Context: an optimization exercise on an open-source flow, tuned for small area. The choices shown serve that exercise and are no tape-out recipe.
Power figures rest on the tool's default switching activity, not on a simulated workload.

// lab3_pixgen
module lab3_pixgen(
    input         clk,
    input         rst,
    input  [5:0]  color,
    input         btn_left,
    input         btn_right,
    input         btn_up,
    input         btn_down,
    input         enc,
    input         vsync,
    input  [5:0]  fb_rdata,
    output        rdy,
    output        fb_we,
    output [16:0] fb_waddr,
    output [5:0]  fb_wdata,
    output [16:0] fb_raddr,
    output [15:0] rgb
);
reg  [9:0] cnt_l, cnt_r, cnt_u, cnt_d;
wire       left_pulse  = (cnt_l == 10'd100);
wire       right_pulse = (cnt_r == 10'd100);
wire       up_pulse    = (cnt_u == 10'd100);
wire       down_pulse  = (cnt_d == 10'd100);
always @(posedge clk) begin
    if (rst) begin
        cnt_l <= 10'd0;
        cnt_r <= 10'd0;
        cnt_u <= 10'd0;
        cnt_d <= 10'd0;
    end else begin
        cnt_l <= cnt_l + btn_left;
        cnt_r <= cnt_r + btn_right;
        cnt_u <= cnt_u + btn_up;
        cnt_d <= cnt_d + btn_down;
    end
end
reg  [8:0]  px;
reg  [7:0]  py;
reg         we;
reg         done;
reg  [5:0]  data;
reg  [5:0]  wdata;
reg  [8:0]  x_min;
reg  [7:0]  y_min;
reg  [15:0] cc;
wire       x_wrap = (px == 9'd399);
wire       y_step = (px == 9'd0);
wire [8:0] x = (~we | x_wrap) ? 9'd0 : px + 9'd1;
  ...
Size: about 790 cells after synthesis, roughly 130 flip-flops, about 78 I/O pins, roughly 6400 µm² of cells after synthesis.
export LEC_CHECK = 0
export CAP_MARGIN = 20
export CORE_MARGIN = 2
export CORE_UTILIZATION = 40
export SLEW_MARGIN = 20
create_clock -name core_clock -period 5.0 [get_ports {clk}]
standard.sh (not shown) runs the stock make flow with config.mk's settings and CLKGATE_MAP_FILE= SYNTH_SCRIPT=/design/flow/synth_recipe.tcl, a recipe that flattens the netlist after the stock synthesis.
==> flow/flow/run.sh <==
#!/bin/bash
# Own layout flow: the standard layout (standard.sh), with
#  - a synthesis script (flow/synth.tcl) that maps all logic with ABC using
#    flow/area.abc, without extracting half/full adder cells; registers are
#    inferred and mapped exactly as in the standard synthesis;
#  - extra make settings from flow/make_args (one VAR=value per line).
# make's output goes to flow_make.log; ORFS writes each step's log under
# orfs/logs/.
set -euo pipefail
W=$PWD
sed "s#@FLOWDIR@#$W/flow#g" flow/synth.tcl > my_synth.tcl
sed "s#SYNTH_SCRIPT=[^ ]*#SYNTH_SCRIPT=$W/my_synth.tcl#" standard.sh > my_standard.sh
ARGS=()
if [[ -f flow/make_args ]]; then
  while IFS= read -r l; do
    [[ -z "$l" || "$l" == \#* ]] || ARGS+=("$l")
  done < flow/make_args
fi
bash my_standard.sh "${ARGS[@]}" finish > flow_make.log 2>&1
==> flow/flow/area.abc <==
strash
&get -n
&deepsyn -T 30
&put
&get -n
&dch -f
&nf -R 1000
&put
==> flow/flow/make_args <==
BUFFER_PORTS_ARGS=-buffer_cell sky130_fd_sc_hd__buf_1
MIN_BUF_CELL_AND_PORTS=sky130_fd_sc_hd__buf_1 A X
CTS_ARGS=-sink_clustering_enable -repair_clock_nets -dont_use_dummy_load -sink_clustering_size 30 -buf_list sky130_fd_sc_hd__clkbuf_8
==> flow/flow/synth.tcl <==
# The standard synthesis script (synth_recipe.tcl), with two steps replaced:
# no extraction of half/full adder cells, and the final ABC mapping run
# with flow/area.abc instead of ORFS's speed script.
proc synth {args} { yosys synth -nofsm -noshare {*}$args }
proc extract_fa {args} { puts "extract_fa skipped" }
proc abc {args} {
  set i [lsearch -exact $args -script]
  if { $i >= 0 } {
    set args [lreplace $args $i [expr { $i + 1 }] -script @FLOWDIR@/area.abc]
  }
  yosys abc {*}$args
}
source $::env(SCRIPTS_DIR)/synth.tcl
# left out here: clear keep_hierarchy, flatten, clean up, hide names made inside functions, write 1_2_yosys.v
The baseline finished clean.
==> next run, changes <==
==> flow/flow/make_args (replaced) <==
BUFFER_PORTS_ARGS=-buffer_cell sky130_fd_sc_hd__buf_1
Result: Core utilization rises by 2.3 points; setup slack is better by 64 ps; combinational power rises by about 3%; total power rises by 33%; synthesized area rises by 1.4%; global-route usage rises by 0.21 points; critical path depth rises by 1; first-iteration DRC count falls by 8.2%; clock-buffer cell count rises by 6.
==> next run, changes <==
- CORE_UTILIZATION: 40 -> 65
removed: flow/flow/make_args
Worst setup slack got worse by 180 ps.
Routed wire length went up by 12%.
Die area went down by 37%.
Clock skew stays flat.
Power went down by 2.2%.
Maximum frequency went down by about 3.6%.
Via count went up by about 8%.
First-iteration DRC count went up by about 26%.
Critical path depth does not change.
Clock-buffer cell count went up by 5.
Final area went up by about 4%.
No functional check of the RTL was part of any run of this note.

separate check: timing with driven ports:
How much do the figures lean on ideal ports? The routed layouts below were timed once more, with nothing changed but the port constraints.
Step 1 (the two cells are an assumption about what drives the block):
set clk [get_ports {clk}]
set_driving_cell -lib_cell sky130_fd_sc_hd__clkbuf_16 $clk
set_driving_cell -lib_cell sky130_fd_sc_hd__buf_2 [delete_from_list [all_inputs] $clk]
Step 2 moves the port delays by t, midway between the first and last clock arrival at a register: inputs arrive t later, outputs are due t later. That takes back most of the time a late clock gives input paths.
a / b / c = no drivers / after step 1 / after step 2; a / b = the first two.
| run | t (ns) | setup WS [ns] | pins driven straight from the clock port |
|---|---|---|---|
| the first run | 0.451 | 0.213 / 0.181 / 0.475 | 1 |
| the second run | 0.448 | 0.277 / 0.236 / 0.430 | 1 |
| the third run | 0.540 | 0.098 / 0.068 / 0.187 | 1 |
After both steps every run listed still meets setup and hold.
